This is an optimization exercise on Yosys and OpenROAD, whose aim is small area, a short achievable clock period and few clock cycles, not a production implementation.
In this exercise RTL edits were held to simulation tests only and were not proved equivalent to the original.
Power is estimated from default activity; no workload was simulated.

==> run a <==
## gpio_top
module gpio_top(
	wb_clk_i, wb_rst_i, wb_cyc_i, wb_adr_i, wb_dat_i, wb_sel_i, wb_we_i, wb_stb_i,
	wb_dat_o, wb_ack_o, wb_err_o, wb_inta_o,
	aux_i,
	ext_pad_i, ext_pad_o, ext_padoe_o,
	clk_pad_i
);
make LEC_CHECK=0 CAP_MARGIN=20 CORE_MARGIN=2 CORE_UTILIZATION=40 PLACE_DENSITY=0.6 SLEW_MARGIN=20 finish   # period 5.0 ns
run.sh (not shown) runs the stock make flow with config.mk's settings and CLKGATE_MAP_FILE= SYNTH_SCRIPT=/design/flow/synth_recipe.tcl, a recipe that flattens the netlist after the stock synthesis.
==> run b (differences from run a) <==
--- a/flow/design.v
+++ b/flow/design.v
@@ -53,38 +53,48 @@
 wire wr_aux   = wr & (ofs == 4'h5);
 wire wr_ctrl  = wr & (ofs == 4'h6);
 wire wr_ints  = wr & (ofs == 4'h7);
 wire wr_eclk  = wr & (ofs == 4'h8);
 wire wr_nec   = wr & (ofs == 4'h9);
-function [gw-1:0] bytewr;
-	input [gw-1:0] old;
-	input [dw-1:0] d;
-	input [3:0]    s;
-	begin
-		bytewr[31:24] = s[3] ? d[31:24] : old[31:24];
-		bytewr[23:16] = s[2] ? d[23:16] : old[23:16];
-		bytewr[15:8]  = s[1] ? d[15:8]  : old[15:8];
-		bytewr[7:0]   = s[0] ? d[7:0]   : old[7:0];
-	end
-endfunction
+wire [3:0] sel = wb_sel_i;
+wire [gw-1:0] out_d, oe_d, inte_d, ptrig_d, aux_d, eclk_d, nec_d;
+genvar b;
+generate
+	for (b = 0; b < 4; b = b + 1) begin : lane
+		wire en_out   = wr_out   & sel[b];
+		wire en_oe    = wr_oe    & sel[b];
+		wire en_inte  = wr_inte  & sel[b];
+		wire en_ptrig = wr_ptrig & sel[b];
+		wire en_aux   = wr_aux   & sel[b];
+		wire en_eclk  = wr_eclk  & sel[b];
+		wire en_nec   = wr_nec   & sel[b];
+		gpio_wlane u_out   (.en(en_out),   .en_n(~en_out),   .d(wb_dat_i[8*b+:8]), .q(rgpio_out[8*b+:8]),   .y(out_d[8*b+:8]));
+		gpio_wlane u_oe    (.en(en_oe),    .en_n(~en_oe),    .d(wb_dat_i[8*b+:8]), .q(rgpio_oe[8*b+:8]),    .y(oe_d[8*b+:8]));
+		gpio_wlane u_inte  (.en(en_inte),  .en_n(~en_inte),  .d(wb_dat_i[8*b+:8]), .q(rgpio_inte[8*b+:8]),  .y(inte_d[8*b+:8]));
+		gpio_wlane u_ptrig (.en(en_ptrig), .en_n(~en_ptrig), .d(wb_dat_i[8*b+:8]), .q(rgpio_ptrig[8*b+:8]), .y(ptrig_d[8*b+:8]));
+		gpio_wlane u_aux   (.en(en_aux),   .en_n(~en_aux),   .d(wb_dat_i[8*b+:8]), .q(rgpio_aux[8*b+:8]),   .y(aux_d[8*b+:8]));
+		gpio_wlane u_eclk  (.en(en_eclk),  .en_n(~en_eclk),  .d(wb_dat_i[8*b+:8]), .q(rgpio_eclk[8*b+:8]),  .y(eclk_d[8*b+:8]));
+		gpio_wlane u_nec   (.en(en_nec),   .en_n(~en_nec),   .d(wb_dat_i[8*b+:8]), .q(rgpio_nec[8*b+:8]),   .y(nec_d[8*b+:8]));
+	end
+endgenerate
 always @(posedge wb_clk_i or posedge wb_rst_i)
 	if (wb_rst_i) begin
 		rgpio_out   <= {gw{1'b0}};
 		rgpio_oe    <= {gw{1'b0}};
 		rgpio_inte  <= {gw{1'b0}};
 		rgpio_ptrig <= {gw{1'b0}};
 		rgpio_aux   <= {gw{1'b0}};
 		rgpio_eclk  <= {gw{1'b0}};
 		rgpio_nec   <= {gw{1'b0}};
 	end else begin
-		if (wr_out)   rgpio_out   <= bytewr(rgpio_out,   wb_dat_i, wb_sel_i);
-		if (wr_oe)    rgpio_oe    <= bytewr(rgpio_oe,    wb_dat_i, wb_sel_i);
-		if (wr_inte)  rgpio_inte  <= bytewr(rgpio_inte,  wb_dat_i, wb_sel_i);
-		if (wr_ptrig) rgpio_ptrig <= bytewr(rgpio_ptrig, wb_dat_i, wb_sel_i);
-		if (wr_aux)   rgpio_aux   <= bytewr(rgpio_aux,   wb_dat_i, wb_sel_i);
-		if (wr_eclk)  rgpio_eclk  <= bytewr(rgpio_eclk,  wb_dat_i, wb_sel_i);
-		if (wr_nec)   rgpio_nec   <= bytewr(rgpio_nec,   wb_dat_i, wb_sel_i);
+		rgpio_out   <= out_d;
+		rgpio_oe    <= oe_d;
+		rgpio_inte  <= inte_d;
+		rgpio_ptrig <= ptrig_d;
+		rgpio_aux   <= aux_d;
+		rgpio_eclk  <= eclk_d;
+		rgpio_nec   <= nec_d;
 	end
 always @(posedge wb_clk_i or posedge wb_rst_i)
 	if (wb_rst_i)
 		rgpio_ctrl <= 2'b0;
 	else if (wr_ctrl)
@@ -134,21 +144,78 @@
 always @(posedge wb_clk_i or posedge wb_rst_i)
 	if (wb_rst_i)
 		ext_pad_o <= {gw{1'b0}};
 	else
 		ext_pad_o <= (rgpio_out & ~rgpio_aux) | (aux_i & rgpio_aux);
-reg [dw-1:0] rdat;
-always @(*)
-	case (ofs)
-		4'h1:    rdat = rgpio_out;
-		4'h2:    rdat = rgpio_oe;
-		4'h3:    rdat = rgpio_inte;
-		4'h4:    rdat = rgpio_ptrig;
-		4'h5:    rdat = rgpio_aux;
-		4'h6:    rdat = {{dw-2{1'b0}}, rgpio_ctrl};
-		4'h7:    rdat = rgpio_ints;
-		4'h8:    rdat = rgpio_eclk;
-		4'h9:    rdat = rgpio_nec;
-		default: rdat = rgpio_in;
-	endcase
-assign wb_dat_o = rdat;
-endmodule
+wire [3:0] pn, qn;
+assign pn[0] = ~(wb_adr_i[3:2] == 2'd0);
+assign pn[1] = ~(wb_adr_i[3:2] == 2'd1);
+assign pn[2] = ~(wb_adr_i[3:2] == 2'd2);
+assign pn[3] = ~(wb_adr_i[3:2] == 2'd3);
+assign qn[0] = ~(wb_adr_i[5:4] == 2'd0);
+assign qn[1] = ~(wb_adr_i[5:4] == 2'd1);
+assign qn[2] = ~(wb_adr_i[5:4] == 2'd2);
+assign qn[3] = ~(wb_adr_i[5:4] == 2'd3);
+genvar i;
+generate
+	for (b = 0; b < 4; b = b + 1) begin : rd
+		wire [9:0] s;
+		gpio_rsel u_sel (.pn(pn), .qn(qn), .a1(wb_adr_i[3]), .s(s));
+		for (i = 8*b; i < 8*b+8; i = i + 1) begin : bt
+			if (i < 2) begin : c
+				gpio_rbit_c u_bit (.s(s), .r({rgpio_nec[i], rgpio_eclk[i], rgpio_ints[i], rgpio_ctrl[i],
+					rgpio_aux[i], rgpio_ptrig[i], rgpio_inte[i], rgpio_oe[i], rgpio_out[i], rgpio_in[i]}),
+					.y(wb_dat_o[i]));
+			end else begin : n
+				gpio_rbit u_bit (.s(s), .r({rgpio_nec[i], rgpio_eclk[i], rgpio_ints[i],
+					rgpio_aux[i], rgpio_ptrig[i], rgpio_inte[i], rgpio_oe[i], rgpio_out[i], rgpio_in[i]}),
+					.y(wb_dat_o[i]));
+			end
+		end
+	end
+endgenerate
+endmodule
+module gpio_wlane(en, en_n, d, q, y);
+input        en, en_n;
+input  [7:0] d, q;
+output [7:0] y;
+assign y = ({8{en}} & d) | ({8{en_n}} & q);
+endmodule
+module gpio_rsel(pn, qn, a1, s);
+input  [3:0] pn, qn;
+input        a1;
+output [9:0] s;
+assign s[1] = ~(pn[1] | qn[0]);
+assign s[2] = ~(pn[2] | qn[0]);
+assign s[3] = ~(pn[3] | qn[0]);
+assign s[4] = ~(pn[0] | qn[1]);
+assign s[5] = ~(pn[1] | qn[1]);
+assign s[6] = ~(pn[2] | qn[1]);
+assign s[7] = ~(pn[3] | qn[1]);
+assign s[8] = ~(pn[0] | qn[2]);
+assign s[9] = ~(pn[1] | qn[2]);
+assign s[0] = ~(pn[0] | qn[0]) | ~qn[3] | (~qn[2] & a1);
+endmodule
+module gpio_aoi222(a1, a2, b1, b2, c1, c2, y);
+input  a1, a2, b1, b2, c1, c2;
+output y;
+assign y = ~((a1 & a2) | (b1 & b2) | (c1 & c2));
+endmodule
+module gpio_rbit_c(s, r, y);
+input  [9:0] s, r;
+output       y;
+wire x0, x1, x2;
+gpio_aoi222 u0 (.a1(s[1]), .a2(r[1]), .b1(s[2]), .b2(r[2]), .c1(s[3]), .c2(r[3]), .y(x0));
+gpio_aoi222 u1 (.a1(s[4]), .a2(r[4]), .b1(s[5]), .b2(r[5]), .c1(s[7]), .c2(r[7]), .y(x1));
+gpio_aoi222 u2 (.a1(s[8]), .a2(r[8]), .b1(s[9]), .b2(r[9]), .c1(s[0]), .c2(r[0]), .y(x2));
+assign y = ~(x0 & x1 & x2 & ~(s[6] & r[6]));
+endmodule
+module gpio_rbit(s, r, y);
+input  [9:0] s;
+input  [8:0] r;
+output       y;
+wire x0, x1, x2;
+gpio_aoi222 u0 (.a1(s[1]), .a2(r[1]), .b1(s[2]), .b2(r[2]), .c1(s[3]), .c2(r[3]), .y(x0));
+gpio_aoi222 u1 (.a1(s[4]), .a2(r[4]), .b1(s[5]), .b2(r[5]), .c1(s[7]), .c2(r[6]), .y(x1));
+gpio_aoi222 u2 (.a1(s[8]), .a2(r[7]), .b1(s[9]), .b2(r[8]), .c1(s[0]), .c2(r[0]), .y(x2));
+assign y = ~(x0 & x1 & x2);
+endmodule
==> flow/flow/run.sh (new file) <==
#!/bin/bash
cp standard.sh standard_sh.txt
export BUFFER_PORTS_ARGS="-buffer_cell sky130_fd_sc_hd__buf_1"
bash standard.sh > standard.log 2>&1
==> flow/standard.sh (new file) <==
#!/bin/bash
# synth_recipe.tcl (not shown) runs the flow's synth.tcl, then flattens the netlist and writes it again
# the make line also repeats each setting of config.mk as NAME=value (left out here)
make -C /OpenROAD-flow-scripts/flow DESIGN_CONFIG=/design/flow/config.mk WORK_HOME=/design/flow/orfs CLKGATE_MAP_FILE= SYNTH_SCRIPT=/design/flow/synth_recipe.tcl "${@:-finish}"
--- a/flow/config.mk
+++ b/flow/config.mk
@@ -6,7 +6,12 @@
 export NUM_CORES = 4
 export LEC_CHECK = 0
 export CAP_MARGIN = 20
 export CORE_MARGIN = 2
 export CORE_UTILIZATION = 40
+export CTS_CLUSTER_DIAMETER = 80
+export CTS_CLUSTER_SIZE = 24
 export PLACE_DENSITY = 0.6
+export SETUP_SLACK_MARGIN = 2.0
 export SLEW_MARGIN = 20
+export SYNTH_HIERARCHICAL = 1
+export SYNTH_MINIMUM_KEEP_SIZE = 0
removed: flow/run.sh
==> run c (differences from run a) <==
==> flow/flow/run.sh (new file) <==
#!/bin/bash
cp standard.sh standard_sh.txt
export BUFFER_PORTS_ARGS="-buffer_cell sky130_fd_sc_hd__buf_1"
bash standard.sh > standard.log 2>&1
==> flow/standard.sh (new file) <==
#!/bin/bash
# synth_recipe.tcl (not shown) runs the flow's synth.tcl, then flattens the netlist and writes it again
# the make line also repeats each setting of config.mk as NAME=value (left out here)
make -C /OpenROAD-flow-scripts/flow DESIGN_CONFIG=/design/flow/config.mk WORK_HOME=/design/flow/orfs CLKGATE_MAP_FILE= SYNTH_SCRIPT=/design/flow/synth_recipe.tcl "${@:-finish}"
removed: flow/run.sh
==> results.py <==
metrics = {
    "status": {
        "status": "finished clean",
    },
    "layout": {
        "utilization_pct": 47.7,
        "multi_input_area_um2": 7250,
        "layout.nets": 1681,
    },
    "logic_synthesis": {
        "ys_warn_count": 1,
        "synth_edf_count": 0,
    },
    "timing": {
        "rsz0062_at_grt": "no",
    },
    "grt": {
        "grt_util_met2_pct": 34.4,
    },
    "pwr": {
        "powerDensity_nw_per_um2": 351,
    },
}
Source of the figures above: run c

==> results.py <==
metrics = {
    "timing": {
        "rsz0062_at_grt": "yes",
    },
    "layout": {
        "utilization_pct": 46.6,
        "multi_input_area_um2": 6890,
    },
    "status": {
        "status": "finished with violations",
        "violations": "antenna rules",
    },
    "routing": {
        "antenna_left": 1,
        "vias": 13049,
        "routed_wl_um": 54100,
    },
    "logic_synthesis": {
        "ys_warn_count": 7,
    },
    "clock_network": {
        "cts_setup_buffers": 23,
    },
    "grt": {
        "grt_util_met2_pct": 35.9,
    },
}
Source of the figures above: run b

==> results.py <==
metrics = {
    "status": {
        "status": "finished clean",
    },
    "layout": {
        "utilization_pct": 50.8,
        "multi_input_area_um2": 7250,
    },
    "clock_network": {
        "postCtsHoldBufs": 0,
    },
    "floorplan": {
        "die-area_um2": 46900,
    },
    "grt": {
        "grt_util_met2_pct": 33.6,
    },
    "logic_synthesis": {
        "synth_edf_count": 0,
    },
    "pwr": {
        "powerDensity_nw_per_um2": 334,
    },
    "timing": {
        "rsz0062_at_grt": "no",
    },
}
Source of the figures above: run a

Testbench counts of run a, summed over its fixed seeds: cycles 24,000.
Testbench counts of run b, summed over its fixed seeds: cycles 24,000.
Testbench counts of run c, summed over its fixed seeds: cycles 24,000.

port drivers added, routing unchanged:
The flow's constraints put no driver on any port. The routed layouts listed below were extracted and timed again, unchanged, in two steps.
Step 1 (the two cells are an assumption about what drives the block):
set clk [get_ports {wb_clk_i}]
set_driving_cell -lib_cell sky130_fd_sc_hd__clkbuf_16 $clk
set_driving_cell -lib_cell sky130_fd_sc_hd__buf_2 [delete_from_list [all_inputs] $clk]
Step 2 times the ports against the registers' clock, not the clock port: input delays grow and output delays shrink by t, the midpoint of the rising clock arrivals with the driver on.
Slacks: ideal ports / drivers / drivers and shift; pairs: ideal ports / drivers.
| run | shift t [ns] | setup slack, ns | slew at the worst register clock pin (ns) |
|---|---|---|---|
| run a | 0.631 | 0.382 / 0.356 / 0.356 | 0.06 / 0.06 |
| run b | 0.627 | 1.600 / 1.490 / 1.467 | 0.10 / 0.10 |
| run c | 0.626 | 0.738 / 0.671 / 0.671 | 0.06 / 0.06 |
For run b, which loses most, drivers alone change the setup slack by -0.110 ns; drivers and shift together by -0.133 ns.
